Source: an optimization exercise on an open RTL-to-GDS flow (aim: small area, a short achievable clock period and few clock cycles). Production flows keep margins and buffers that such runs may drop.
Function was checked by simulation only, so behaviour that the tests miss may differ from the original.
Power is estimated from default activity; no workload was simulated.

==> design.v <==
`timescale 1ns / 1ps
module bridge(
input clk,arvalid,res_n,
input [1:0]arburst,
input [3:0]arlen,
input [4:0]araddr,
output arready,
output reg [15:0]rdata,
output rresp,rlast,
input rready,
output rvalid,
output [2:0]PADDR,
input [15:0]PRDATA,
output PWRITE,PENABLE,PSEL1,PSEL2,PSEL3,PSEL4,
input PREADY
    );
    parameter IDLE = 3'b000,SETUP_M = 3'b001,SETUP_S = 3'b010,
              ACCESS_S = 3'b011,PREACCESS_M = 3'b100,ACCESS_M = 3'b101;
    reg [2:0]current_state;
    reg [1:0]burst;
    reg [3:0]lenS;           
    reg [3:0]lenM;           
    reg [4:0]addr;
    reg [15:0]DDATA[15:0];   
    reg [2:0]DADDR;
    reg [3:0]wi;             
    reg [3:0]ri;             
    reg last;
    always@(posedge clk,negedge res_n)
    begin
      if(!res_n)
        current_state <= IDLE;
      else
        case(current_state)
          IDLE : if(arvalid)
                   current_state <= SETUP_M;
          SETUP_M : current_state <= SETUP_S;
          SETUP_S : current_state <= ACCESS_S;
          ACCESS_S : if(PREADY)
                       current_state <= (lenS != 0) ? SETUP_S : PREACCESS_M;
          PREACCESS_M : current_state <= ACCESS_M;
          ACCESS_M : if(rready)
                       current_state <= last ? IDLE : PREACCESS_M;
          default : current_state <= IDLE;
        endcase
    end
    always@(posedge clk)
    begin
      case(current_state)
        SETUP_M : begin
                    addr <= araddr;
                    burst <= arburst;
                    lenS <= arlen;
                    lenM <= arlen;
                    DADDR <= araddr[2:0];
                    wi <= 4'd0;
                    ri <= 4'd0;
                  end
        ACCESS_S : if(PREADY)
                     begin
                       DDATA[wi] <= PRDATA;
                       if(lenS != 0)
                         begin
                           if(burst == 2'b01)
                             DADDR <= DADDR + 3'd1;
                           lenS <= lenS - 4'd1;
                           wi <= wi + 4'd1;
                         end
                     end
        PREACCESS_M : begin
                        rdata <= DDATA[ri];
                        last <= (lenM == 4'd0);
                      end
        ACCESS_M : if(rready && !last)
                     begin
                       ri <= ri + 4'd1;
                       lenM <= lenM - 4'd1;
                     end
        default : ;
      endcase
    end
    wire apb_phase = (current_state == SETUP_S || current_state == ACCESS_S);
    assign arready = (current_state == SETUP_M);
    assign PADDR = DADDR;
    assign PSEL1 = apb_phase && (addr[4:3] == 2'b00);
    assign PSEL2 = apb_phase && (addr[4:3] == 2'b01);
    assign PSEL3 = apb_phase && (addr[4:3] == 2'b10);
    assign PSEL4 = apb_phase && (addr[4:3] == 2'b11);
    assign PWRITE = 1'b0;
    assign PENABLE = (current_state == ACCESS_S);
    assign rvalid = (current_state == ACCESS_M);
    assign rresp = rvalid;
    assign rlast = (rvalid && last);
endmodule
==> run.sh <==
#!/bin/bash
# synth_recipe.tcl (not shown) runs the flow's synth.tcl, then flattens the netlist and writes it again
# the make line also repeats each setting of config.mk as NAME=value (left out here)
make -C /OpenROAD-flow-scripts/flow DESIGN_CONFIG=/design/flow/config.mk WORK_HOME=/design/flow/orfs CLKGATE_MAP_FILE= SYNTH_SCRIPT=/design/flow/synth_recipe.tcl finish
==> config.mk <==
export PLATFORM = sky130hd
export DESIGN_NAME = bridge
export DESIGN_NICKNAME = bridge
export VERILOG_FILES = /design/flow/design.v
export SDC_FILE = /design/flow/constraint.sdc
export NUM_CORES = 4
export LEC_CHECK = 0
export CAP_MARGIN = 20
export CORE_MARGIN = 2
export CORE_UTILIZATION = 40
export PLACE_DENSITY = 0.6
export SLEW_MARGIN = 20
==> constraint.sdc <==
create_clock -name core_clock -period 5.0 [get_ports {clk}]
set_input_delay 1.0000 -clock core_clock [delete_from_list [all_inputs] [get_ports {clk}]]
set_output_delay 1.0000 -clock core_clock [all_outputs]
set_load 0.01 [all_outputs]
==> results of run 1 <==
## state kept, by name (all words and copies together), names as in the netlist, 2 cells and up
| name | flops |
|---|---|
| ri | 4 |
| DADDR | 3 |
| burst | 2 |
| current_state | 3 |
| lenM | 4 |
| DDATA | 256 |
| rdata | 16 |
| addr | 2 |
| wi | 4 |
| lenS | 4 |
## layout by cell type (no fill, tap or decap)
master	synthesis	routed
sky130_fd_sc_hd__edfxtp_1	296	296
sky130_fd_sc_hd__clkdlybuf4s50_1	0	59
sky130_fd_sc_hd__mux4_2	57	57
sky130_fd_sc_hd__nand2_1	35	35
sky130_fd_sc_hd__a22oi_1	32	32
sky130_fd_sc_hd__clkbuf_16	0	31
sky130_fd_sc_hd__nor2_1	24	12
sky130_fd_sc_hd__nor2_2	0	12
sky130_fd_sc_hd__o21ai_0	11	11
sky130_fd_sc_hd__clkbuf_1	13	11
sky130_fd_sc_hd__buf_4	2	10
sky130_fd_sc_hd__inv_1	9	9
sky130_fd_sc_hd__ha_1	8	8
sky130_fd_sc_hd__clkinv_2	0	8
sky130_fd_sc_hd__xnor2_1	7	7
sky130_fd_sc_hd__mux4_1	7	7
sky130_fd_sc_hd__and2_1	6	6
sky130_fd_sc_hd__nand3_1	6	6
sky130_fd_sc_hd__nand2b_1	4	4
sky130_fd_sc_hd__nor3_2	0	4
sky130_fd_sc_hd__a21oi_1	4	4
sky130_fd_sc_hd__nor2b_1	3	3
sky130_fd_sc_hd__nor3b_1	3	3
sky130_fd_sc_hd__dfrtp_1	3	3
sky130_fd_sc_hd__nand3b_1	2	2
sky130_fd_sc_hd__nor3_1	6	2
sky130_fd_sc_hd__xor2_1	2	2
sky130_fd_sc_hd__clkinv_1	0	2
sky130_fd_sc_hd__bufinv_16	0	2
sky130_fd_sc_hd__or3b_2	1	1
sky130_fd_sc_hd__a211oi_2	0	1
sky130_fd_sc_hd__nand4b_1	1	1
sky130_fd_sc_hd__and3_1	1	1
sky130_fd_sc_hd__nand4_1	1	1
sky130_fd_sc_hd__o31ai_1	1	1
sky130_fd_sc_hd__a31oi_1	1	1
sky130_fd_sc_hd__conb_1	1	1
sky130_fd_sc_hd__clkinvlp_4	0	1
## metrics by stage
stage	setup WS [ns]	cells	util, %
after CTS	1.43	1041	47.3
after global routing	1.23	1041	47.3
after floorplan	2.32	563	-
final	1.43	1041	47.3
after global placement	1.87	986	44.1
after detailed placement	1.81	986	44.1
## Yosys cell counts (4+ instances only)
| cell | count | area, µm² |
|---|---|---|
| sky130_fd_sc_hd__edfxtp_1 | 296 | 8890 |
| sky130_fd_sc_hd__mux4_2 | 57 | 1280 |
| sky130_fd_sc_hd__nand2_1 | 35 | 131 |
| sky130_fd_sc_hd__a22oi_1 | 32 | 240 |
| sky130_fd_sc_hd__nor2_1 | 24 | 90.1 |
| sky130_fd_sc_hd__clkbuf_1 | 13 | 48.8 |
| sky130_fd_sc_hd__o21ai_0 | 11 | 55.1 |
| sky130_fd_sc_hd__inv_1 | 9 | 33.8 |
| sky130_fd_sc_hd__buf_2 | 8 | 40.0 |
| sky130_fd_sc_hd__ha_1 | 8 | 100 |
| sky130_fd_sc_hd__mux4_1 | 7 | 184 |
| sky130_fd_sc_hd__xnor2_1 | 7 | 61.3 |
| sky130_fd_sc_hd__and2_1 | 6 | 37.5 |
| sky130_fd_sc_hd__nand3_1 | 6 | 30.0 |
| sky130_fd_sc_hd__nor3_1 | 6 | 30.0 |
| sky130_fd_sc_hd__buf_6 | 5 | 56.3 |
| sky130_fd_sc_hd__a21oi_1 | 4 | 20.0 |
| sky130_fd_sc_hd__nand2b_1 | 4 | 25.0 |
## path summary, 6_finish.rpt
path | startpoint | to | slack (ns) | cells after the start
max in group asynchronous | res_n | current_state[0] | 4.20 | 1
worst min-delay path | lenM[3] | last | 0.60 | 1
worst max register to register | current_state[1] | DDATA[1][12] | 2.08 | 5
min in group asynchronous | res_n | current_state[1] | 0.65 | 1
worst min register to register | lenM[3] | last | 0.60 | 1
worst max-delay path | current_state[1] | PENABLE | 1.43 | 3
## cell families after synthesis
family / count (synthesis) / share of synthesized area [%]
AO/OA/AOI/OAI: 50 / 2.91
XOR/XNOR: 9 / 0.681
adder cells (fa/ha/maj): 8 / 0.864
buffers and inverters: 39 / 1.74
flip-flops: 299 / 77.4
multiplexers: 64 / 12.7
other: 1 / 0.0324
AND/OR/NAND/NOR: 93 / 3.72
## where the power goes
part / total, mW / internal (mW) / switching, mW
combinational: 0.880 / 0.350 / 0.530
sequential: 3.15 / 3.03 / 0.118
clock: 2.13 / 1.24 / 0.890
total: 6.15 / 4.62 / 1.54
## metal layers
metal | GRT usage, % | vias up
met5 | 0 | -
met4 | 3.22 | 0
met3 | 2.80 | 28
met2 | 27.8 | 176
met1 | 22.4 | 2892
li1 | - | 2433
## cell type report
cell class / instances / area (µm²)
clock buffer: 42 / 817
clock inverter: 13 / 115
fill: 2385 / 15100
inverter: 9 / 33.8
multi-input combinational: 225 / 2470
sequential: 299 / 8960
tap: 384 / 480
timing repair buffer: 69 / 666
==> impl_metrics.prom, run 1 <==
# TYPE chip_impl_metric gauge
chip_impl_metric{name="track_usage",unit="%"} 16.3
chip_impl_metric{name="share_of_flip_flops_with_an_asynchronous_set_or_reset",unit="%"} 1.00
chip_impl_metric{name="total_power",unit="mW"} 6.15
chip_impl_metric{name="diodes",unit=""} 0
chip_impl_info{name="timing.critical_path.slowest_stage_cell",value="sky130_fd_sc_hd__clkdlybuf4s50_1"} 1
chip_impl_metric{name="cp_data_required_time",unit="ns"} 4.00
chip_impl_metric{name="place_area",unit="µm²"} 12600
chip_impl_metric{name="crit_arrival",unit="ns"} 2.57
chip_impl_info{name="tritoncts",value="built"} 1
chip_impl_info{name="worstHoldPathType",value="reg -> reg"} 1
chip_impl_metric{name="post_cts_clock_slew_at_the_launch_and_capture_registers_of_the_worst_setup_and_hold_paths",unit="ns"} 0.06
chip_impl_info{name="cpLargestDelayFamily",value="buffers and inverters"} 1
chip_impl_metric{name="delay_of_the_slowest_cell_on_the_worst_path",unit="ns"} 0.60
chip_impl_metric{name="netlist_area",unit="µm²"} 11600
chip_impl_info{name="critical_path.cell_chain",value="nand3b_1 -> inv_1 -> clkdlybuf4s50_1"} 1
chip_impl_metric{name="irDropWorstVdd",unit="µV"} 257
chip_impl_metric{name="drt_iter0_markers",unit=""} 387
chip_impl_metric{name="routabilityCongestion",unit=""} 0.825
chip_impl_info{name="outcome",value="complete, no violations"} 1
chip_impl_metric{name="first_pass_iters",unit=""} 5
chip_impl_metric{name="post_drt_via_cell_ratio",unit=""} 5.31
chip_impl_metric{name="finalCritPeriodShare",unit="%"} 71.3
chip_impl_metric{name="timing.max_cap.violations",unit=""} 0
chip_impl_metric{name="setup-tns-final",unit="ns"} 0
chip_impl_info{name="cts_root_buffer",value="sky130_fd_sc_hd__clkbuf_16"} 1
chip_impl_metric{name="grt_start_max_net_pins",unit=""} 66
chip_impl_metric{name="synth.avg_cell_area",unit="µm²"} 20.6
chip_impl_metric{name="routedLengthMet1",unit="mm"} 10.4
chip_impl_metric{name="clock_tree.htree_level_count",unit=""} 1
chip_impl_metric{name="drtAntennaViolNets",unit=""} 0
chip_impl_metric{name="layout-drive-gt1-share",unit="%"} 19.3
chip_impl_metric{name="drc",unit=""} 0
chip_impl_metric{name="timing_worst_slew_pin_value",unit="ns"} 1.06
chip_impl_metric{name="number_of_antenna_violations_at_the_first_check_in_global_routing",unit=""} 0
chip_impl_metric{name="synthDistinctLibCells",unit=""} 33
chip_impl_info{name="grt_setup_unrepaired",value="false"} 1
chip_impl_metric{name="met2RoutedLength",unit="mm"} 12.1
chip_impl_metric{name="yosys_warnings",unit=""} 1
chip_impl_metric{name="met3_wirelength",unit="mm"} 1.26
chip_impl_info{name="worst_setup_path_end_kind",value="output port"} 1
chip_impl_metric{name="minimum_clock_period_after_layout",unit="ns"} 3.57
chip_impl_metric{name="report.final.hold_viol_count",unit=""} 0
chip_impl_info{name="criticalPathCategory",value="reg -> out"} 1
chip_impl_metric{name="power.density_cell_area",unit="nW/µm²"} 454
chip_impl_metric{name="hold_fix_buffers_cts",unit=""} 0
chip_impl_metric{name="layout-area-overhead-vs-synth",unit="%"} 17.0
chip_impl_metric{name="synthesis.instances",unit=""} 563
chip_impl_metric{name="detailed_place_hpwl",unit="mm"} 15.1
chip_impl_metric{name="die_w",unit="µm"} 174
chip_impl_metric{name="worstSkewPairLatency",unit="ns"} 0.55
chip_impl_metric{name="placement.io_buffers",unit=""} 59
chip_impl_info{name="worst_setup_path_start_kind",value="register"} 1
chip_impl_metric{name="fin_clk_skew",unit="ns"} 0.0114
chip_impl_metric{name="io_pins",unit=""} 61
chip_impl_metric{name="ys_ff_latch",unit=""} 299
chip_impl_metric{name="cts_num_sinks",unit=""} 299
chip_impl_metric{name="post_synth_edffs",unit=""} 296
chip_impl_metric{name="resized_after_cts",unit=""} 0
chip_impl_metric{name="design_area",unit="µm²"} 13500
chip_impl_metric{name="maximum_fanout_along_the_worst_path",unit=""} 17
chip_impl_info{name="synth_ff_type",value="sky130_fd_sc_hd__edfxtp_1"} 1
chip_impl_metric{name="routedWlPerCell",unit="µm"} 23.2
chip_impl_metric{name="detailed_route_wl",unit="mm"} 24.2
chip_impl_metric{name="clk_path_buf_depth",unit=""} 3
chip_impl_metric{name="setup_violations",unit=""} 0
chip_impl_metric{name="synth.net_count",unit=""} 603
chip_impl_metric{name="path_buf_inv",unit=""} 2
chip_impl_metric{name="finalNetCount",unit=""} 674
chip_impl_metric{name="placementRows",unit=""} 62
chip_impl_metric{name="grt_first_pass_wirelength",unit="mm"} 37.0
chip_impl_metric{name="finalMaxSlewViolations",unit=""} 0
chip_impl_metric{name="grt-ovfl-total",unit=""} 0
chip_impl_metric{name="leakagePower",unit="nW"} 4.31
chip_impl_metric{name="whs",unit="ns"} 0.605
chip_impl_metric{name="fmax",unit="GHz"} 0.280
chip_impl_metric{name="grt_pass1_vias",unit=""} 5876
chip_impl_metric{name="ys_seq_area_share",unit="%"} 77.4
chip_impl_metric{name="floorplan_die_height",unit="µm"} 174
chip_impl_metric{name="fp.dieArea",unit="µm²"} 30300
chip_impl_metric{name="post-cts-setup-buffer-count",unit=""} 0
chip_impl_metric{name="initial_core_utilization",unit="%"} 40.5
chip_impl_metric{name="max_transition_margin",unit="%"} 29.1
chip_impl_info{name="top_metal_layer_carrying_routed_signals",value="met4"} 1
chip_impl_metric{name="routed-via-count",unit=""} 5529
chip_impl_metric{name="numCtsBuffers",unit=""} 30
chip_impl_metric{name="placeableCoreArea",unit="µm²"} 28600
Testbench counts, summed over its fixed seeds: cycles 15,137.
==> inputs of run 2 (changes only) <==
==> design.v (replaced) <==
`timescale 1ns / 1ps
module bridge(
input clk,arvalid,res_n,
input [1:0]arburst,
input [3:0]arlen,
input [4:0]araddr,
output arready,
output reg [15:0]rdata,
output rresp,rlast,
input rready,
output rvalid,
output reg [2:0]PADDR,
input [15:0]PRDATA,
output PWRITE,PENABLE,PSEL1,PSEL2,PSEL3,PSEL4,
input PREADY
    );
    reg        empty;        
    reg [1:0]  sel;
    reg [2:0]  addr;         
    reg        incr;
    reg [3:0]  cnt;          
    reg        setup;        
    reg        enable;       
    reg [3:0]  psel;
    reg        tlast;        
    reg        valid;
    reg        rlast_q;
    reg        skid;
    reg [15:0] sdata;
    reg        slast;
    wire done  = enable & PREADY;               
    wire take  = valid & rready;                
    wire accept = arvalid & empty;
    wire room  = ~valid | (~skid & (~done | rready)) | (rready & ~done);
    wire free  = ~setup & (~enable | PREADY);
    wire issue = ~empty & free & room;
    always @(posedge clk, negedge res_n)
      if (!res_n) begin
        empty  <= 1'b1;
        setup  <= 1'b0;
        enable <= 1'b0;
        psel   <= 4'd0;
        valid  <= 1'b0;
        skid   <= 1'b0;
      end else begin
        if (accept)
          empty <= 1'b0;
        else if (issue && cnt == 4'd0)
          empty <= 1'b1;
        setup  <= issue;
        enable <= setup | (enable & ~PREADY);
        if (issue)
          psel <= 4'd1 << sel;
        else if (done)
          psel <= 4'd0;
        valid <= skid | done | (valid & ~rready);
        skid  <= (skid | (done & valid)) & ~rready;
      end
    always @(posedge clk) begin
      if (accept) begin
        sel  <= araddr[4:3];
        addr <= araddr[2:0];
        incr <= (arburst == 2'b01);
        cnt  <= arlen;
      end else if (issue) begin
        if (incr)
          addr <= addr + 3'd1;
        cnt <= cnt - 4'd1;
      end
      if (~setup & ~(enable & ~PREADY)) begin
        PADDR <= addr;
        tlast <= (cnt == 4'd0);
      end
      if (~valid | rready) begin
        rdata   <= skid ? sdata : PRDATA;
        rlast_q <= skid ? slast : tlast;
      end
      if (~skid) begin
        sdata <= PRDATA;
        slast <= tlast;
      end
    end
    assign arready = empty;
    assign PSEL1 = psel[0];
    assign PSEL2 = psel[1];
    assign PSEL3 = psel[2];
    assign PSEL4 = psel[3];
    assign PENABLE = enable;
    assign PWRITE = 1'b0;
    assign rvalid = valid;
    assign rresp = valid;
    assign rlast = rlast_q;
endmodule
==> run 2 against run 1 <==
Combinational power shrank 48%. Utilization rose by 9.6 points. Final area shrank 79%. Fmax rose by 42%. Still clean. Clock power shrank 84%. Worst setup slack improved by 1.1 ns. Hold slack lost 0.14 ns. Cell count fell by 73%. Largest power group unchanged. Sequential power decreased by 76%. Critical endpoint is now addr[1]. Clock-buffer cell count is 30 lower. Sequential share of layout area shrank 14 points. Synthesized cell count down 75%. Largest cell class unchanged.
==> impl_metrics.prom, run 2 <==
# TYPE chip_impl_metric gauge
chip_impl_info{name="outcome",value="complete, no violations"} 1
chip_impl_metric{name="worstSkewPairLatency",unit="ns"} 0.32
chip_impl_info{name="reg.largest.list",value="rdata x16, sdata x16"} 1
chip_impl_metric{name="fin_clk_skew",unit="ns"} 0.00614
chip_impl_info{name="timing.critical_path.slowest_stage_cell",value="sky130_fd_sc_hd__clkdlybuf4s50_1"} 1
chip_impl_metric{name="synth.avg_cell_area",unit="µm²"} 15.1
chip_impl_metric{name="post_synth_edffs",unit=""} 31
chip_impl_metric{name="grt_pass1_vias",unit=""} 1330
chip_impl_metric{name="setup-tns-final",unit="ns"} 0
chip_impl_info{name="most_common_cell_after_layout_fill_and_taps_aside",value="sky130_fd_sc_hd__clkdlybuf4s50_1"} 1
chip_impl_metric{name="delay_of_the_slowest_cell_on_the_worst_path",unit="ns"} 0.48
chip_impl_metric{name="drt_iter0_markers",unit=""} 39
chip_impl_metric{name="synthDistinctLibCells",unit=""} 26
chip_impl_metric{name="setup_violations",unit=""} 0
chip_impl_metric{name="finalNetCount",unit=""} 238
chip_impl_metric{name="routabilityCongestion",unit=""} 0.781
chip_impl_metric{name="clock_tree.htree_level_count",unit=""} 3
chip_impl_metric{name="post_layout_nonfiller_instances",unit=""} 278
chip_impl_metric{name="placementRows",unit=""} 26
chip_impl_metric{name="design_area",unit="µm²"} 2890
chip_impl_metric{name="max_transition_margin",unit="%"} 45.6
chip_impl_metric{name="placement.io_buffers",unit=""} 59
chip_impl_metric{name="drc",unit=""} 0
chip_impl_metric{name="diodes",unit=""} 0
chip_impl_metric{name="worst_case_setup_slack_after_placement",unit="ns"} 2.12
chip_impl_info{name="criticalPathCategory",value="in -> reg"} 1
chip_impl_metric{name="reg2reg_setup_slack",unit="ns"} 2.98
chip_impl_metric{name="first_pass_iters",unit=""} 4
chip_impl_info{name="netlist_top_cells_area",value="sky130_fd_sc_hd__edfxtp_1, sky130_fd_sc_hd__dfxtp_1, sky130_fd_sc_hd__mux2_2"} 1
chip_impl_metric{name="clk_path_buf_depth",unit=""} 2
chip_impl_info{name="cts_root_buffer",value="sky130_fd_sc_hd__clkbuf_8"} 1
chip_impl_metric{name="ys_ff_latch",unit=""} 57
chip_impl_info{name="yosys.cell_count.top_type",value="sky130_fd_sc_hd__edfxtp_1"} 1
chip_impl_metric{name="numCtsBuffers",unit=""} 9
chip_impl_metric{name="routedWlPerCell",unit="µm"} 13.3
chip_impl_metric{name="final-seq-area",unit="µm²"} 1500
chip_impl_metric{name="io_pins",unit=""} 61
chip_impl_info{name="synth_largest_area_cell",value="sky130_fd_sc_hd__edfxtp_1"} 1
chip_impl_metric{name="post-cts-setup-buffer-count",unit=""} 0
chip_impl_metric{name="track_usage",unit="%"} 13.9
chip_impl_metric{name="hold_fix_buffers_cts",unit=""} 0
chip_impl_metric{name="die_w",unit="µm"} 76.3
chip_impl_info{name="grt_setup_unrepaired",value="false"} 1
chip_impl_metric{name="detailed_place_hpwl",unit="mm"} 2.60
chip_impl_metric{name="place_area",unit="µm²"} 2730
chip_impl_info{name="tritoncts",value="built"} 1
chip_impl_metric{name="whs",unit="ns"} 0.466
chip_impl_metric{name="final_util",unit="%"} 56.9
chip_impl_metric{name="total_power",unit="mW"} 1.57
chip_impl_info{name="synth_ff_type",value="sky130_fd_sc_hd__edfxtp_1"} 1
chip_impl_info{name="most_instantiated_cells_after_synthesis",value="sky130_fd_sc_hd__edfxtp_1, sky130_fd_sc_hd__mux2_2, sky130_fd_sc_hd__dfxtp_1"} 1
chip_impl_metric{name="cp_data_required_time",unit="ns"} 4.98
chip_impl_metric{name="synth.net_count",unit=""} 173
chip_impl_metric{name="finalCritPeriodShare",unit="%"} 50.1
chip_impl_metric{name="placeableCoreArea",unit="µm²"} 5070
chip_impl_metric{name="maximum_fanout_along_the_worst_path",unit=""} 19
chip_impl_info{name="cpLargestDelayFamily",value="compound AO/OA/AOI/OAI gates"} 1
chip_impl_metric{name="number_of_antenna_violations_at_the_first_check_in_global_routing",unit=""} 0
chip_impl_metric{name="floorplan_die_height",unit="µm"} 76.3
chip_impl_metric{name="path_buf_inv",unit=""} 1
chip_impl_metric{name="resized_after_cts",unit=""} 0
chip_impl_metric{name="yosys_warnings",unit=""} 1
chip_impl_info{name="worst_setup_path_end_kind",value="register"} 1
chip_impl_metric{name="report.final.hold_viol_count",unit=""} 0
chip_impl_metric{name="finalMaxSlewViolations",unit=""} 0
chip_impl_info{name="worstHoldPathType",value="reg -> reg"} 1
chip_impl_metric{name="dp_cells",unit=""} 262
chip_impl_metric{name="worst_hold_path.num_cells",unit=""} 0
chip_impl_metric{name="multi_input_gate_area",unit="µm²"} 527
chip_impl_metric{name="leakagePower",unit="nW"} 1.13
chip_impl_metric{name="netlist_area",unit="µm²"} 2090
chip_impl_metric{name="timing.max_cap.violations",unit=""} 0
chip_impl_metric{name="layout-drive-gt1-share",unit="%"} 17.3
chip_impl_metric{name="crit_arrival",unit="ns"} 2.48
chip_impl_metric{name="layout_setup_ws",unit="ns"} 2.50
chip_impl_metric{name="grt_first_pass_wirelength",unit="mm"} 6.07
chip_impl_metric{name="grt_start_max_net_pins",unit=""} 21
chip_impl_metric{name="worst-r2r-cell-count",unit=""} 3
chip_impl_info{name="capture_point_of_the_worst_reg_to_reg_path",value="addr[1]"} 1
chip_impl_metric{name="cts_num_sinks",unit=""} 57
chip_impl_metric{name="routed-via-count",unit=""} 1247
chip_impl_metric{name="power.density_cell_area",unit="nW/µm²"} 544
chip_impl_info{name="worst_setup_path_start_kind",value="primary input"} 1
chip_impl_metric{name="detailed_route_wl",unit="mm"} 3.69
chip_impl_info{name="min_from",value="addr[1]"} 1
chip_impl_metric{name="minimum_clock_period_after_layout",unit="ns"} 2.50
chip_impl_info{name="mostFrequentLayoutCells",value="sky130_fd_sc_hd__clkdlybuf4s50_1, sky130_fd_sc_hd__edfxtp_1, sky130_fd_sc_hd__mux2_2"} 1
chip_impl_metric{name="layout-area-overhead-vs-synth",unit="%"} 38.2
chip_impl_metric{name="ys_seq_area_share",unit="%"} 71.7
chip_impl_metric{name="timing_worst_slew_pin_value",unit="ns"} 0.816
chip_impl_metric{name="n_fill_cell",unit=""} 451
chip_impl_metric{name="synth_top_area_share",unit="%"} 44.6
chip_impl_info{name="holdPathEnd",value="PADDR[1]"} 1
chip_impl_info{name="reg2reg_from",value="skid"} 1
chip_impl_metric{name="synthesis.instances",unit=""} 138
chip_impl_metric{name="post_cts_clock_slew_at_the_launch_and_capture_registers_of_the_worst_setup_and_hold_paths",unit="ns"} 0.06
chip_impl_metric{name="drtAntennaViolNets",unit=""} 0
chip_impl_metric{name="irDropWorstVdd",unit="µV"} 295
chip_impl_metric{name="fp.dieArea",unit="µm²"} 5820
chip_impl_info{name="critical_path.cell_chain",value="clkdlybuf4s50_1 -> nand2b_4 -> o2111ai_4 -> o21ai_0"} 1
chip_impl_metric{name="grt-ovfl-total",unit=""} 0
chip_impl_metric{name="post_drt_via_cell_ratio",unit=""} 4.49
chip_impl_metric{name="share_of_flip_flops_with_an_asynchronous_set_or_reset",unit="%"} 15.8
chip_impl_metric{name="initial_core_utilization",unit="%"} 41.2
chip_impl_metric{name="fmax",unit="GHz"} 0.399
-- run 2: cell types whose count changed in the layout (fill, tap and decap cells not counted), moves of 12 or more --
| cell | before | now |
|---|---|---|
| sky130_fd_sc_hd__a22oi_1 | 32 | 0 |
| sky130_fd_sc_hd__clkbuf_16 | 31 | 0 |
| sky130_fd_sc_hd__dfxtp_1 | 0 | 17 |
| sky130_fd_sc_hd__edfxtp_1 | 296 | 31 |
| sky130_fd_sc_hd__mux2_2 | 0 | 18 |
| sky130_fd_sc_hd__mux4_2 | 57 | 0 |
| sky130_fd_sc_hd__nand2_1 | 35 | 10 |
| sky130_fd_sc_hd__nor2_2 | 12 | 0 |
-- run 2: layout make-up --
type	count	share of cell area [%]
inverter	8	1.04
sequential	57	51.9
clock inverter	4	0.693
timing repair buffer	59	20.5
multi-input combinational	68	18.2
tap	70	3.03
clock buffer	12	4.68
-- run 2: kinds of logic after synthesis --
kind of cell,after synthesis,synth area share [%]
xor gates and xnor gates,3,1.26
muxes,22,11.6
AOI/OAI and AO/OA,11,3.95
buffers and inverters,13,3.11
other,1,0.179
and+or+nand+nor,28,6.41
DFF,57,71.7
adders and majority gates,3,1.80
-- run 2: layer usage --
metal / share of wire, % / global-route usage [%] / wire, µm / vias to the layer above
met2: 51 / 22.7 / 1870 / 45
met3: 7.3 / 5.81 / 269 / 6
met5: 0 / 0 / 0 / -
met1: 40 / 15.2 / 1480 / 588
li1: - / - / - / 608
met4: 2.1 / 8.18 / 78 / 0
-- run 2: worst reg2reg max path, cell delays in order, from the launching register on --
cell and delay [ns]:
sky130_fd_sc_hd__dfrtp_1 0.68, sky130_fd_sc_hd__a21oi_2 0.32, sky130_fd_sc_hd__o2111ai_4 0.22, sky130_fd_sc_hd__o21ai_0 0.44
-- run 2: power by group --
part	total, mW	internal (mW)	switching, mW
Clock	0.343	0.176	0.166
Sequential	0.769	0.684	0.0842
Combinational	0.460	0.259	0.201
Total	1.57	1.12	0.451
-- run 2: worst max-delay path by stage --
stage                 from      end  slack, ns  cells after the start
floorplan           rready  addr[0]       2.87                      3
global placement    rready  addr[1]       2.24                      4
detailed placement  rready  addr[1]       2.12                      4
CTS                 rready  addr[2]       2.48                      4
global route        rready  addr[0]       2.39                      4
finish              rready  addr[1]       2.50                      4
Testbench counts of run 2, summed over its fixed seeds: cycles 7,350.
==> inputs of run 3 (changes only) <==
==> flow/run.sh (new file) <==
#!/bin/bash
set -euo pipefail
export BUFFER_PORTS_ARGS="-buffer_cell sky130_fd_sc_hd__buf_1"
bash standard.sh finish > flow_standard.log 2>&1
==> standard.sh (new file) <==
#!/bin/bash
# synth_recipe.tcl (not shown) runs the flow's synth.tcl, then flattens the netlist and writes it again
# the make line also repeats each setting of config.mk as NAME=value (left out here)
make -C /OpenROAD-flow-scripts/flow DESIGN_CONFIG=/design/flow/config.mk WORK_HOME=/design/flow/orfs CLKGATE_MAP_FILE= SYNTH_SCRIPT=/design/flow/synth_recipe.tcl "${@:-finish}"
removed: run.sh
==> run 3 against run 2 <==
Still clean. Synthesized cell count did not move. Final area fell by 11%. Sequential share of layout area rose by 6.3 points. Non-clock buffer count did not move. Critical endpoint unchanged.
==> impl_metrics.prom, run 3 <==
# TYPE chip_impl_metric gauge
chip_impl_info{name="outcome",value="complete, no violations"} 1
chip_impl_info{name="cts_root_buffer",value="sky130_fd_sc_hd__clkbuf_8"} 1
chip_impl_metric{name="ys_ff_latch",unit=""} 57
chip_impl_metric{name="timing_worst_slew_pin_value",unit="ns"} 0.809
chip_impl_metric{name="minimum_clock_period_after_layout",unit="ns"} 2.13
chip_impl_metric{name="irDropWorstVdd",unit="µV"} 288
chip_impl_metric{name="globalRouteMet2Util",unit="%"} 22.3
chip_impl_info{name="netlist_top_cells_area",value="sky130_fd_sc_hd__edfxtp_1, sky130_fd_sc_hd__dfxtp_1, sky130_fd_sc_hd__mux2_2"} 1
chip_impl_metric{name="crit_arrival",unit="ns"} 2.09
chip_impl_metric{name="drtAntennaViolNets",unit=""} 0
chip_impl_metric{name="path_buf_inv",unit=""} 1
chip_impl_metric{name="finalNetCount",unit=""} 238
chip_impl_metric{name="fin_clk_skew",unit="ns"} 0.00459
chip_impl_metric{name="worst_hold_path.num_cells",unit=""} 0
chip_impl_metric{name="routabilityCongestion",unit=""} 0.686
chip_impl_info{name="reg2reg_from",value="skid"} 1
chip_impl_info{name="gr-max-usage-layer",value="met2"} 1
chip_impl_metric{name="diodes",unit=""} 0
chip_impl_metric{name="worst-r2r-cell-count",unit=""} 3
chip_impl_metric{name="worstSkewPairLatency",unit="ns"} 0.32
chip_impl_metric{name="track_usage",unit="%"} 12.6
chip_impl_info{name="yosys.cell_count.top_type",value="sky130_fd_sc_hd__edfxtp_1"} 1
chip_impl_metric{name="timing.max_cap.violations",unit=""} 0
chip_impl_metric{name="post-cts-setup-buffer-count",unit=""} 0
chip_impl_metric{name="grt_pass1_vias",unit=""} 1294
chip_impl_info{name="most_common_cell_after_layout_fill_and_taps_aside",value="sky130_fd_sc_hd__buf_1"} 1
chip_impl_metric{name="hold_fix_buffers_cts",unit=""} 0
chip_impl_info{name="synth_largest_area_cell",value="sky130_fd_sc_hd__edfxtp_1"} 1
chip_impl_metric{name="fp.dieArea",unit="µm²"} 5820
chip_impl_info{name="worst_setup_path_end_kind",value="register"} 1
chip_impl_metric{name="synth.avg_cell_area",unit="µm²"} 15.1
chip_impl_info{name="holdPathEnd",value="PADDR[1]"} 1
chip_impl_metric{name="maximum_fanout_along_the_worst_path",unit=""} 19
chip_impl_metric{name="dp_cells",unit=""} 262
chip_impl_info{name="synth_ff_type",value="sky130_fd_sc_hd__edfxtp_1"} 1
chip_impl_metric{name="netlist_area",unit="µm²"} 2090
chip_impl_metric{name="post_synth_edffs",unit=""} 31
chip_impl_metric{name="layout-drive-gt1-share",unit="%"} 18.3
chip_impl_metric{name="placementRows",unit=""} 26
chip_impl_metric{name="placement.io_buffers",unit=""} 59
chip_impl_metric{name="finalMaxSlewViolations",unit=""} 0
chip_impl_info{name="mostFrequentLayoutCells",value="sky130_fd_sc_hd__buf_1, sky130_fd_sc_hd__edfxtp_1, sky130_fd_sc_hd__mux2_2"} 1
chip_impl_info{name="worst_setup_path_start_kind",value="primary input"} 1
chip_impl_metric{name="use_met1",unit="%"} 12.1
chip_impl_metric{name="floorplan_die_height",unit="µm"} 76.3
chip_impl_metric{name="design_area",unit="µm²"} 2570
chip_impl_info{name="worstHoldPathType",value="reg -> reg"} 1
chip_impl_metric{name="numCtsBuffers",unit=""} 9
chip_impl_metric{name="clk_path_buf_depth",unit=""} 2
chip_impl_metric{name="drt_iter0_markers",unit=""} 42
chip_impl_info{name="critical_path.cell_chain",value="buf_1 -> nand2b_4 -> o2111ai_4 -> o21ai_0"} 1
chip_impl_metric{name="setup_violations",unit=""} 0
chip_impl_metric{name="report.final.hold_viol_count",unit=""} 0
chip_impl_metric{name="routed-via-count",unit=""} 1235
chip_impl_metric{name="ys_seq_area_share",unit="%"} 71.7
chip_impl_metric{name="detailed_place_hpwl",unit="mm"} 2.45
chip_impl_metric{name="drc",unit=""} 0
chip_impl_metric{name="fmax",unit="GHz"} 0.470
chip_impl_metric{name="met3_usage",unit="%"} 4.62
chip_impl_metric{name="synthDistinctLibCells",unit=""} 26
chip_impl_metric{name="setup-tns-final",unit="ns"} 0
chip_impl_metric{name="max_transition_margin",unit="%"} 46.0
chip_impl_info{name="reg.largest.list",value="rdata x16, sdata x16"} 1
chip_impl_metric{name="grt_first_pass_wirelength",unit="mm"} 5.49
chip_impl_metric{name="post_drt_via_cell_ratio",unit=""} 4.44
chip_impl_metric{name="detailed_route_wl",unit="mm"} 3.36
chip_impl_metric{name="yosys_warnings",unit=""} 1
chip_impl_metric{name="reg2reg_setup_slack",unit="ns"} 2.96
chip_impl_metric{name="post_cts_clock_slew_at_the_launch_and_capture_registers_of_the_worst_setup_and_hold_paths",unit="ns"} 0.06
chip_impl_info{name="criticalPathCategory",value="in -> reg"} 1
chip_impl_metric{name="power.density_cell_area",unit="nW/µm²"} 606
chip_impl_metric{name="number_of_antenna_violations_at_the_first_check_in_global_routing",unit=""} 0
chip_impl_metric{name="synth_top_area_share",unit="%"} 44.6
chip_impl_metric{name="leakagePower",unit="nW"} 0.994
chip_impl_metric{name="resized_after_cts",unit=""} 0
chip_impl_metric{name="finalCritPeriodShare",unit="%"} 42.5
chip_impl_metric{name="placeableCoreArea",unit="µm²"} 5070
chip_impl_metric{name="n_fill_cell",unit=""} 491
chip_impl_metric{name="delay_of_the_slowest_cell_on_the_worst_path",unit="ns"} 0.46
chip_impl_metric{name="first_pass_iters",unit=""} 4
chip_impl_info{name="capture_point_of_the_worst_reg_to_reg_path",value="addr[1]"} 1
chip_impl_metric{name="grt-ovfl-total",unit=""} 0
chip_impl_metric{name="post_layout_nonfiller_instances",unit=""} 278
chip_impl_metric{name="initial_core_utilization",unit="%"} 41.2
chip_impl_metric{name="routedWlPerCell",unit="µm"} 12.1
chip_impl_metric{name="cp_data_required_time",unit="ns"} 4.96
chip_impl_info{name="timing.critical_path.slowest_stage_cell",value="sky130_fd_sc_hd__o21ai_0"} 1
chip_impl_info{name="cpLargestDelayFamily",value="compound AO/OA/AOI/OAI gates"} 1
chip_impl_metric{name="synthesis.instances",unit=""} 138
chip_impl_info{name="grt_setup_unrepaired",value="false"} 1
chip_impl_metric{name="synth.net_count",unit=""} 173
chip_impl_metric{name="io_pins",unit=""} 61
chip_impl_metric{name="layout-area-overhead-vs-synth",unit="%"} 23.2
chip_impl_info{name="min_from",value="addr[1]"} 1
chip_impl_metric{name="die_w",unit="µm"} 76.3
chip_impl_metric{name="place_area",unit="µm²"} 2360
chip_impl_metric{name="share_of_flip_flops_with_an_asynchronous_set_or_reset",unit="%"} 15.8
chip_impl_metric{name="clock_tree.htree_level_count",unit=""} 3
chip_impl_metric{name="grt_start_max_net_pins",unit=""} 21
chip_impl_info{name="tritoncts",value="built"} 1
chip_impl_info{name="most_instantiated_cells_after_synthesis",value="sky130_fd_sc_hd__edfxtp_1, sky130_fd_sc_hd__mux2_2, sky130_fd_sc_hd__dfxtp_1"} 1
chip_impl_metric{name="cts_num_sinks",unit=""} 57
==> run 3: cell counts after synthesis <==
Identical to the previous run, type by type.
==> run 3: layout make-up <==
| cell class | instances | area [µm²] | share of cell area [%] |
|---|---|---|---|
| clock inverters | 6 | 82.6 | 3.21 |
| multi-input cells | 68 | 527 | 20.5 |
| inverters | 8 | 30.0 | 1.17 |
| flip-flops and latches | 57 | 1500 | 58.2 |
| well taps | 70 | 87.6 | 3.40 |
| repair buffers | 59 | 221 | 8.60 |
| clock buffers | 10 | 128 | 4.96 |
==> run 3: logic make-up (layout without fill, tap and decap cells) <==
logic type	after synthesis	after routing	synth area share, %
buffers and inverters	13	83	3.11
muxes	22	22	11.6
other	1	1	0.179
and+or+nand+nor	28	28	6.41
AOI/OAI and AO/OA	11	11	3.95
adders and majority gates	3	3	1.80
DFF	57	57	71.7
xor gates and xnor gates	3	3	1.26
==> run 3: worst register-to-register path, stage by stage (launching register included) <==
cell                        delay (ns)
sky130_fd_sc_hd__dfrtp_1          0.68
sky130_fd_sc_hd__a21oi_2          0.32
sky130_fd_sc_hd__o2111ai_4        0.22
sky130_fd_sc_hd__o21ai_0          0.46
==> run 3: worst max-delay path by stage <==
| stage | start | to | slack, ns | depth (start not counted) |
|---|---|---|---|---|
| CTS | rready | addr[1] | 2.88 | 4 |
| global route | PREADY | addr[1] | 2.78 | 4 |
| finish | rready | addr[1] | 2.87 | 4 |
| global placement | rready | addr[0] | 2.63 | 4 |
| detailed placement | rready | addr[1] | 2.53 | 4 |
| floorplan | rready | addr[0] | 2.87 | 3 |
==> run 3: through the flow <==
stage	worst slack (ns)	hold slack (ns)	total power, mW	utilization (%)
2_1_floorplan	2.87	0.431	1.01	-
3_3_place_gp	2.63	0.447	1.11	46.6
3_5_place_dp	2.53	0.441	1.13	46.6
4_1_cts	2.88	0.453	1.59	50.7
5_1_grt	2.78	0.472	1.65	50.7
6_report	2.87	0.451	1.56	50.7
==> run 3: power by group <==
| group | total, mW | switching (mW) | leakage (nW) | internal [mW] |
|---|---|---|---|---|
| Combinational | 0.347 | 0.199 | 0.327 | 0.148 |
| Clock | 0.447 | 0.170 | 0.106 | 0.278 |
| Sequential | 0.766 | 0.0817 | 0.561 | 0.684 |
| Total | 1.56 | 0.450 | 0.994 | 1.11 |
==> run 3: metal layers <==
layer | wire [µm] | vias to the layer above | part of all wire, %
met1 | 1300 | 572 | 39
met5 | 0 | - | 0
met4 | 41 | 0 | 1.2
li1 | - | 612 | -
met2 | 1790 | 46 | 53
met3 | 229 | 5 | 6.8
==> inputs of run 4 (changes only) <==
--- a/design.v
+++ b/design.v
@@ -28,12 +28,11 @@
     reg        skid;
     reg [15:0] sdata;
     reg        slast;
-    wire done  = enable & PREADY;               
-    wire take  = valid & rready;                
+    wire done   = enable & PREADY;              
     wire accept = arvalid & empty;
-    wire room  = ~valid | (~skid & (~done | rready)) | (rready & ~done);
-    wire free  = ~setup & (~enable | PREADY);
-    wire issue = ~empty & free & room;
+    wire idle   = ~setup & ~enable;
+    wire issue  = ~empty & ((idle & (~skid | rready)) |
+                            (done & (~valid | (~skid & rready))));
     always @(posedge clk, negedge res_n)
       if (!res_n) begin
         empty  <= 1'b1;
@@ -62,7 +61,7 @@
         addr <= araddr[2:0];
         incr <= (arburst == 2'b01);
         cnt  <= arlen;
-      end else if (issue) begin
+      end else if (setup) begin
         if (incr)
           addr <= addr + 3'd1;
         cnt <= cnt - 4'd1;
==> flow/run.sh (replaced) <==
#!/bin/bash
set -euo pipefail
export BUFFER_PORTS_ARGS="-buffer_cell sky130_fd_sc_hd__buf_1"
export CTS_ARGS="-sink_clustering_enable -repair_clock_nets -dont_use_dummy_load -buf_list sky130_fd_sc_hd__clkbuf_4 -root_buf sky130_fd_sc_hd__clkbuf_4"
bash standard.sh finish > flow_standard.log 2>&1
==> run 4 against run 3 <==
Still clean on timing, DRC and antenna. Worst setup slack gained 0.066 ns. Critical path depth fell by 3. Clock-buffer cell count is 1 lower. Power decreased by 13%. Combinational power is 6.3% higher. Synthesized area rose by 0.24%. Register-to-register slack better by 0.45 ns. Sequential share of layout area grew 3.1 points. Utilization decreased by 2.6 points. Global-route usage grew 0.66 points. First-iteration DRC count down 43%. Flip-flop and latch count unchanged. Critical endpoint is now arready. Highest routed layer unchanged.
==> impl_metrics.prom, run 4 <==
# TYPE chip_impl_metric gauge
chip_impl_metric{name="placement.io_buffers",unit=""} 59
chip_impl_metric{name="ys_seq_area_share",unit="%"} 71.5
chip_impl_metric{name="routed-via-count",unit=""} 1262
chip_impl_metric{name="number_of_antenna_violations_at_the_first_check_in_global_routing",unit=""} 0
chip_impl_info{name="cts_root_buffer",value="sky130_fd_sc_hd__clkbuf_4"} 1
chip_impl_metric{name="finalMaxSlewViolations",unit=""} 0
chip_impl_metric{name="place_area",unit="µm²"} 2370
chip_impl_metric{name="synthesis.instances",unit=""} 140
chip_impl_info{name="worst_setup_path_end_kind",value="output port"} 1
chip_impl_metric{name="layout-drive-gt1-share",unit="%"} 13.3
chip_impl_metric{name="post_cts_clock_slew_at_the_launch_and_capture_registers_of_the_worst_setup_and_hold_paths",unit="ns"} 0.08
chip_impl_metric{name="synth_top_area_share",unit="%"} 44.4
chip_impl_metric{name="power.density_cell_area",unit="nW/µm²"} 553
chip_impl_info{name="criticalPathCategory",value="reg -> out"} 1
chip_impl_metric{name="initial_core_utilization",unit="%"} 41.3
chip_impl_metric{name="placementRows",unit=""} 26
chip_impl_metric{name="fin_clk_skew",unit="ns"} 0.0206
chip_impl_metric{name="share_of_flip_flops_with_an_asynchronous_set_or_reset",unit="%"} 15.8
chip_impl_metric{name="routabilityCongestion",unit=""} 0.692
chip_impl_metric{name="timing.max_cap.violations",unit=""} 0
chip_impl_info{name="critical_path.cell_chain",value="buf_1"} 1
chip_impl_metric{name="leakagePower",unit="nW"} 0.932
chip_impl_metric{name="layout-area-overhead-vs-synth",unit="%"} 16.6
chip_impl_metric{name="post_drt_via_cell_ratio",unit=""} 4.62
chip_impl_metric{name="whs",unit="ns"} 0.462
chip_impl_info{name="mostFrequentLayoutCells",value="sky130_fd_sc_hd__buf_1, sky130_fd_sc_hd__edfxtp_1, sky130_fd_sc_hd__dfxtp_1"} 1
chip_impl_info{name="outcome",value="complete, no violations"} 1
chip_impl_metric{name="placeableCoreArea",unit="µm²"} 5070
chip_impl_metric{name="synth.net_count",unit=""} 175
chip_impl_metric{name="drtAntennaViolNets",unit=""} 0
chip_impl_metric{name="grt_start_max_net_pins",unit=""} 21
chip_impl_info{name="worst_setup_path_start_kind",value="register"} 1
chip_impl_metric{name="worstSkewPairLatency",unit="ns"} 0.38
chip_impl_metric{name="grt_first_pass_wirelength",unit="mm"} 5.83
chip_impl_metric{name="drt_iter0_markers",unit=""} 24
chip_impl_info{name="timing.critical_path.slowest_stage_cell",value="sky130_fd_sc_hd__dfstp_2"} 1
chip_impl_metric{name="finalCritPeriodShare",unit="%"} 41.2
chip_impl_metric{name="worst_case_setup_slack_after_placement",unit="ns"} 2.82
chip_impl_metric{name="cp_data_required_time",unit="ns"} 4.00
chip_impl_metric{name="layout_setup_ws",unit="ns"} 2.94
chip_impl_metric{name="diodes",unit=""} 0
chip_impl_info{name="worstHoldPathType",value="reg -> reg"} 1
chip_impl_metric{name="detailed_place_hpwl",unit="mm"} 2.67
chip_impl_metric{name="design_area",unit="µm²"} 2440
chip_impl_info{name="grt_setup_unrepaired",value="false"} 1
chip_impl_metric{name="irDropWorstVdd",unit="µV"} 203
chip_impl_metric{name="cts_num_sinks",unit=""} 57
chip_impl_metric{name="reg2reg_setup_slack",unit="ns"} 3.41
chip_impl_metric{name="multi_input_gate_area",unit="µm²"} 538
chip_impl_metric{name="total_power",unit="mW"} 1.35
chip_impl_metric{name="ys_ff_latch",unit=""} 57
chip_impl_metric{name="delay_of_the_slowest_cell_on_the_worst_path",unit="ns"} 0.55
chip_impl_metric{name="fmax",unit="GHz"} 0.485
chip_impl_metric{name="grt-ovfl-total",unit=""} 0
chip_impl_metric{name="worst-r2r-cell-count",unit=""} 3
chip_impl_metric{name="drc",unit=""} 0
chip_impl_metric{name="synthDistinctLibCells",unit=""} 33
chip_impl_info{name="yosys.cell_count.top_type",value="sky130_fd_sc_hd__edfxtp_1"} 1
chip_impl_metric{name="timing_worst_slew_pin_value",unit="ns"} 0.798
chip_impl_metric{name="resized_after_cts",unit=""} 0
chip_impl_metric{name="post-cts-setup-buffer-count",unit=""} 0
chip_impl_info{name="cpLargestDelayFamily",value="flip-flops"} 1
chip_impl_metric{name="floorplan_die_height",unit="µm"} 76.4
chip_impl_metric{name="hold_fix_buffers_cts",unit=""} 0
chip_impl_metric{name="io_pins",unit=""} 61
chip_impl_metric{name="n_fill_cell",unit=""} 478
chip_impl_metric{name="worst-path-stages",unit=""} 1
chip_impl_info{name="most_common_cell_after_layout_fill_and_taps_aside",value="sky130_fd_sc_hd__buf_1"} 1
chip_impl_metric{name="minimum_clock_period_after_layout",unit="ns"} 2.06
chip_impl_metric{name="first_pass_iters",unit=""} 4
chip_impl_info{name="netlist_top_cells_area",value="sky130_fd_sc_hd__edfxtp_1, sky130_fd_sc_hd__dfxtp_1, sky130_fd_sc_hd__dfrtp_1"} 1
chip_impl_metric{name="setup-tns-final",unit="ns"} 0
chip_impl_metric{name="finalNetCount",unit=""} 240
chip_impl_info{name="most_instantiated_cells_after_synthesis",value="sky130_fd_sc_hd__edfxtp_1, sky130_fd_sc_hd__dfxtp_1, sky130_fd_sc_hd__nand2_1"} 1
chip_impl_metric{name="synth.avg_cell_area",unit="µm²"} 15.0
chip_impl_info{name="reg.largest.list",value="rdata x16, sdata x16"} 1
chip_impl_metric{name="post_synth_edffs",unit=""} 31
chip_impl_metric{name="worst_hold_path.num_cells",unit=""} 0
chip_impl_metric{name="grt_pass1_vias",unit=""} 1345
chip_impl_info{name="tritoncts",value="built"} 1
chip_impl_info{name="synth_largest_area_cell",value="sky130_fd_sc_hd__edfxtp_1"} 1
chip_impl_metric{name="crit_arrival",unit="ns"} 1.06
chip_impl_metric{name="final-seq-area",unit="µm²"} 1500
chip_impl_metric{name="clk_path_buf_depth",unit=""} 2
chip_impl_metric{name="detailed_route_wl",unit="mm"} 3.57
chip_impl_metric{name="path_buf_inv",unit=""} 1
chip_impl_metric{name="track_usage",unit="%"} 13.2
chip_impl_metric{name="die_w",unit="µm"} 76.4
chip_impl_metric{name="yosys_warnings",unit=""} 1
chip_impl_metric{name="netlist_area",unit="µm²"} 2090
chip_impl_metric{name="numCtsBuffers",unit=""} 9
chip_impl_metric{name="clock_tree.htree_level_count",unit=""} 3
chip_impl_metric{name="max_transition_margin",unit="%"} 46.8
chip_impl_info{name="synth_ff_type",value="sky130_fd_sc_hd__edfxtp_1"} 1
chip_impl_metric{name="routedWlPerCell",unit="µm"} 13.1
chip_impl_metric{name="report.final.hold_viol_count",unit=""} 0
chip_impl_metric{name="maximum_fanout_along_the_worst_path",unit=""} 3
chip_impl_metric{name="fp.dieArea",unit="µm²"} 5830
chip_impl_metric{name="setup_violations",unit=""} 0
[run 4: layout make-up]
class,count,share of cell area (%)
clock buffer,9,2.77
inverter,8,1.23
multi-input combinational,70,22.0
sequential,57,61.3
tap,70,3.59
timing repair buffer,59,9.07
[run 4: cells by family after synthesis]
logic type	Yosys count	synth area share, %
XOR/XNOR	3	1.25
AND/OR/NAND/NOR	29	6.63
AO/OA/AOI/OAI	12	4.24
adder cells (fa/ha/maj)	3	1.79
buffers and inverters	13	2.81
flip-flops	57	71.5
multiplexers	22	11.6
other	1	0.179
[run 4: power breakdown]
part           total, mW  switching [mW]  internal [mW]
sequential         0.765          0.0826          0.683
clock              0.217           0.134         0.0835
combinational      0.369           0.211          0.158
[run 4: worst paths after layout]
check | from | endpoint
worst max-delay path | empty | arready
worst min-delay path | addr[1] | PADDR[1]
worst max register to register | skid | psel[0]
worst min register to register | addr[1] | PADDR[1]
max in group asynchronous | res_n | empty
min in group asynchronous | res_n | psel[1]
[run 4: metal layers]
| layer | vias to the layer above | part of all wire, % | global-route usage (%) |
|---|---|---|---|
| li1 | 613 | - | - |
| met1 | 595 | 39 | 13.4 |
| met2 | 46 | 52 | 21.9 |
| met3 | 8 | 7.2 | 4.74 |
| met4 | 0 | 2.4 | 10.7 |
| met5 | - | 0 | 0 |
[run 4: through the flow]
stage,instances,utilization [%]
final,273,48.1
after floorplan,140,-
after global routing,273,48.1
after detailed placement,264,46.8
after global placement,264,46.8
after CTS,273,48.1
Testbench counts of run 4, summed over its fixed seeds: cycles 7,350.
==> inputs of run 5 (changes only) <==
==> flow/run.sh (replaced) <==
#!/bin/bash
set -euo pipefail
export BUFFER_PORTS_ARGS="-buffer_cell sky130_fd_sc_hd__buf_1"
bash standard.sh finish > flow_standard.log 2>&1
==> run 5 against run 4 <==
Die area unchanged. Hold slack got worse by 0.0011 ns. Via count increased by 0.48%. Sequential power hardly changed. Synthesized cell count did not move. Routed wire length increased by 0.87%. Critical path depth unchanged.
==> impl_metrics.prom, run 5 <==
# TYPE chip_impl_metric gauge
chip_impl_metric{name="placementRows",unit=""} 26
chip_impl_metric{name="routabilityCongestion",unit=""} 0.692
chip_impl_metric{name="synthesis.instances",unit=""} 140
chip_impl_metric{name="seq_pwr_share",unit="%"} 49.4
chip_impl_metric{name="clock_power_share",unit="%"} 26.8
chip_impl_metric{name="placement.io_buffers",unit=""} 59
chip_impl_metric{name="layout-area-overhead-vs-synth",unit="%"} 22.7
chip_impl_metric{name="fmax",unit="GHz"} 0.499
chip_impl_metric{name="cp_data_required_time",unit="ns"} 4.00
chip_impl_metric{name="synth.avg_cell_area",unit="µm²"} 15.0
chip_impl_metric{name="numCtsBuffers",unit=""} 9
chip_impl_metric{name="max_transition_margin",unit="%"} 46.6
chip_impl_metric{name="first_pass_iters",unit=""} 4
chip_impl_metric{name="clock_tree.htree_level_count",unit=""} 3
chip_impl_metric{name="timing_worst_slew_pin_value",unit="ns"} 0.801
chip_impl_metric{name="grt_first_pass_wirelength",unit="mm"} 5.93
chip_impl_metric{name="share_comb_of_total_power",unit="%"} 23.8
chip_impl_metric{name="path_buf_inv",unit=""} 1
chip_impl_info{name="synth_ff_type",value="sky130_fd_sc_hd__edfxtp_1"} 1
chip_impl_info{name="yosys.cell_count.top_type",value="sky130_fd_sc_hd__edfxtp_1"} 1
chip_impl_info{name="most_instantiated_cells_after_synthesis",value="sky130_fd_sc_hd__edfxtp_1, sky130_fd_sc_hd__dfxtp_1, sky130_fd_sc_hd__nand2_1"} 1
chip_impl_info{name="most_common_cell_after_layout_fill_and_taps_aside",value="sky130_fd_sc_hd__buf_1"} 1
chip_impl_metric{name="drc",unit=""} 0
chip_impl_info{name="timing.critical_path.slowest_stage_cell",value="sky130_fd_sc_hd__dfstp_2"} 1
chip_impl_info{name="tritoncts",value="built"} 1
chip_impl_metric{name="setup_violations",unit=""} 0
chip_impl_metric{name="post-cts-setup-buffer-count",unit=""} 0
chip_impl_info{name="worstHoldPathType",value="reg -> reg"} 1
chip_impl_metric{name="die_w",unit="µm"} 76.4
chip_impl_metric{name="fin_clk_skew",unit="ns"} 0.00542
chip_impl_metric{name="n_fill_cell",unit=""} 466
chip_impl_info{name="mostFrequentLayoutCells",value="sky130_fd_sc_hd__buf_1, sky130_fd_sc_hd__edfxtp_1, sky130_fd_sc_hd__dfxtp_1"} 1
chip_impl_metric{name="finalMaxSlewViolations",unit=""} 0
chip_impl_metric{name="grt-ovfl-total",unit=""} 0
chip_impl_metric{name="crit_arrival",unit="ns"} 1.00
chip_impl_metric{name="grt_start_max_net_pins",unit=""} 21
chip_impl_metric{name="minimum_clock_period_after_layout",unit="ns"} 2.00
chip_impl_info{name="reg.largest.list",value="rdata x16, sdata x16"} 1
chip_impl_metric{name="p_int",unit="mW"} 1.09
chip_impl_metric{name="track_usage",unit="%"} 13.3
chip_impl_metric{name="synthDistinctLibCells",unit=""} 33
chip_impl_metric{name="drtAntennaViolNets",unit=""} 0
chip_impl_metric{name="power.density_cell_area",unit="nW/µm²"} 604
chip_impl_metric{name="timing.max_cap.violations",unit=""} 0
chip_impl_metric{name="switching_power",unit="µW"} 456
chip_impl_info{name="cpLargestDelayFamily",value="flip-flops"} 1
chip_impl_metric{name="layout-drive-gt1-share",unit="%"} 15.3
chip_impl_metric{name="report.final.hold_viol_count",unit=""} 0
chip_impl_info{name="grt_setup_unrepaired",value="false"} 1
chip_impl_metric{name="delay_of_the_slowest_cell_on_the_worst_path",unit="ns"} 0.54
chip_impl_metric{name="synth_top_area_share",unit="%"} 44.4
chip_impl_metric{name="final-seq-area",unit="µm²"} 1500
chip_impl_metric{name="number_of_antenna_violations_at_the_first_check_in_global_routing",unit=""} 0
chip_impl_metric{name="resized_after_cts",unit=""} 0
chip_impl_info{name="worst_setup_path_start_kind",value="register"} 1
chip_impl_metric{name="synth.net_count",unit=""} 175
chip_impl_metric{name="io_pins",unit=""} 61
chip_impl_metric{name="hold_fix_buffers_cts",unit=""} 0
chip_impl_metric{name="post_drt_via_cell_ratio",unit=""} 4.54
chip_impl_info{name="worst_setup_path_end_kind",value="output port"} 1
chip_impl_info{name="outcome",value="complete, no violations"} 1
chip_impl_metric{name="maximum_fanout_along_the_worst_path",unit=""} 3
chip_impl_info{name="criticalPathCategory",value="reg -> out"} 1
chip_impl_metric{name="ys_ff_latch",unit=""} 57
chip_impl_metric{name="final_util",unit="%"} 50.6
chip_impl_metric{name="multi_input_gate_area",unit="µm²"} 538
chip_impl_metric{name="post_synth_edffs",unit=""} 31
chip_impl_metric{name="irDropWorstVdd",unit="µV"} 266
chip_impl_metric{name="fp.dieArea",unit="µm²"} 5830
chip_impl_metric{name="worstSkewPairLatency",unit="ns"} 0.32
chip_impl_metric{name="p_sw_share",unit="%"} 29.4
chip_impl_metric{name="initial_core_utilization",unit="%"} 41.3
chip_impl_metric{name="drt_iter0_markers",unit=""} 22
chip_impl_metric{name="grt_pass1_vias",unit=""} 1358
chip_impl_metric{name="finalCritPeriodShare",unit="%"} 40.1
chip_impl_metric{name="ys_seq_area_share",unit="%"} 71.5
chip_impl_metric{name="total_power",unit="mW"} 1.55
chip_impl_metric{name="reg2reg_setup_slack",unit="ns"} 3.41
chip_impl_metric{name="leakagePower",unit="nW"} 0.993
chip_impl_metric{name="setup-tns-final",unit="ns"} 0
chip_impl_metric{name="routed-via-count",unit=""} 1268
chip_impl_info{name="critical_path.cell_chain",value="buf_1"} 1
chip_impl_metric{name="cts_num_sinks",unit=""} 57
chip_impl_metric{name="worst_case_setup_slack_after_placement",unit="ns"} 2.82
chip_impl_info{name="cts_root_buffer",value="sky130_fd_sc_hd__clkbuf_8"} 1
chip_impl_metric{name="netlist_area",unit="µm²"} 2090
chip_impl_metric{name="detailed_place_hpwl",unit="mm"} 2.67
chip_impl_metric{name="layout_setup_ws",unit="ns"} 3.00
chip_impl_metric{name="post_cts_clock_slew_at_the_launch_and_capture_registers_of_the_worst_setup_and_hold_paths",unit="ns"} 0.06
chip_impl_metric{name="diodes",unit=""} 0
chip_impl_metric{name="finalNetCount",unit=""} 240
chip_impl_metric{name="floorplan_die_height",unit="µm"} 76.4
chip_impl_metric{name="clk_path_buf_depth",unit=""} 2
chip_impl_metric{name="placeableCoreArea",unit="µm²"} 5070
chip_impl_metric{name="routedWlPerCell",unit="µm"} 12.9
chip_impl_metric{name="detailed_route_wl",unit="mm"} 3.60
chip_impl_metric{name="yosys_warnings",unit=""} 1
chip_impl_info{name="netlist_top_cells_area",value="sky130_fd_sc_hd__edfxtp_1, sky130_fd_sc_hd__dfxtp_1, sky130_fd_sc_hd__dfrtp_1"} 1
chip_impl_info{name="synth_largest_area_cell",value="sky130_fd_sc_hd__edfxtp_1"} 1
chip_impl_metric{name="share_of_flip_flops_with_an_asynchronous_set_or_reset",unit="%"} 15.8
run 5: cell types whose count changed in the layout (fill, tap and decap cells not counted), sizes merged:
cell / previous run / this run
bufinv: 0 / 1
clkbuf: 9 / 12
clkinv: 0 / 2
run 5: final cells by class:
type	instances	area share, %
clock buffers	12	6.04
multi-input cells	70	20.9
clock inverters	3	1.56
well taps	70	3.41
flip-flops and latches	57	58.3
repair buffers	59	8.62
inverters	8	1.17
run 5: kinds of logic (layout without fill, tap and decap cells):
group / after synthesis / after routing / synth area share [%]
xor+xnor: 3 / 3 / 1.25
simple gates: 29 / 29 / 6.63
other cells: 1 / 1 / 0.179
flops: 57 / 57 / 71.5
compound gates: 12 / 12 / 4.24
fa+ha+maj: 3 / 3 / 1.79
buf+inv: 13 / 82 / 2.81
mux: 22 / 22 / 11.6
run 5: power groups by stage:
stage               registers, mW  logic [mW]  clock network [mW]
floorplan                   0.787       0.238                   0
detailed placement          0.777       0.374                   0
global route                0.783       0.408               0.445
global placement            0.768       0.356                   0
finish                      0.766       0.369               0.416
CTS                         0.769       0.376               0.430
run 5: final timing paths:
kind / endpoint / cells after the start / start
max in group asynchronous: empty / 1 / res_n
min in group asynchronous: psel[1] / 1 / res_n
hold reg to reg: PADDR[1] / 0 / addr[1]
hold / removal: PADDR[1] / 0 / addr[1]
setup / recovery: arready / 1 / empty
setup reg to reg: psel[0] / 3 / skid
run 5: per-layer routing:
layer | share of wire (%) | track usage (%)
met5 | 0 | 0
met4 | 3.2 | 10.2
met3 | 6.4 | 4.38
met2 | 51 | 22.2
met1 | 40 | 13.7
run 5: metrics by stage:
stage | cell area [µm²] | cells | hold slack, ns
detailed placement | 2370 | 264 | 0.449
CTS | 2570 | 279 | 0.462
floorplan | 2090 | 140 | 0.431
global route | 2570 | 279 | 0.479
global placement | 2370 | 264 | 0.442
finish | 2570 | 279 | 0.461

[separate check: timing with driven ports]
In the flow no input, the clock included, has a driving cell. The finished layouts below were timed again as built, in two steps.
Step 1 (the two cells are an assumption about what drives the block):
set clk [get_ports {clk}]
set_driving_cell -lib_cell sky130_fd_sc_hd__clkbuf_16 $clk
set_driving_cell -lib_cell sky130_fd_sc_hd__buf_2 [delete_from_list [all_inputs] $clk]
Step 2 adds t to the input delays and takes it off the output delays; t is the mean of the earliest and latest rising clock arrival at the registers after step 1. Input paths then give back, and output paths get back, about the clock's delay inside the block.
a / b / c = ideal ports / drivers / drivers and shift; a / b = the first two.
run	shift t [ns]	setup slack, ns	slew at the worst register clock pin (ns)
run 1	0.589	1.434 / 1.385 / 1.781	0.06 / 0.06
run 2	0.348	2.496 / 2.486 / 2.138	0.06 / 0.06
run 3	0.343	2.873 / 2.872 / 2.529	0.06 / 0.06
run 4	0.391	2.939 / 2.915 / 2.827	0.09 / 0.09
run 5	0.342	2.995 / 2.968 / 2.826	0.06 / 0.06
After both steps setup and hold are still met in every run listed. The setup slack of run 2, which loses most, moves by -0.010 ns with the drivers and by -0.358 ns with both steps.
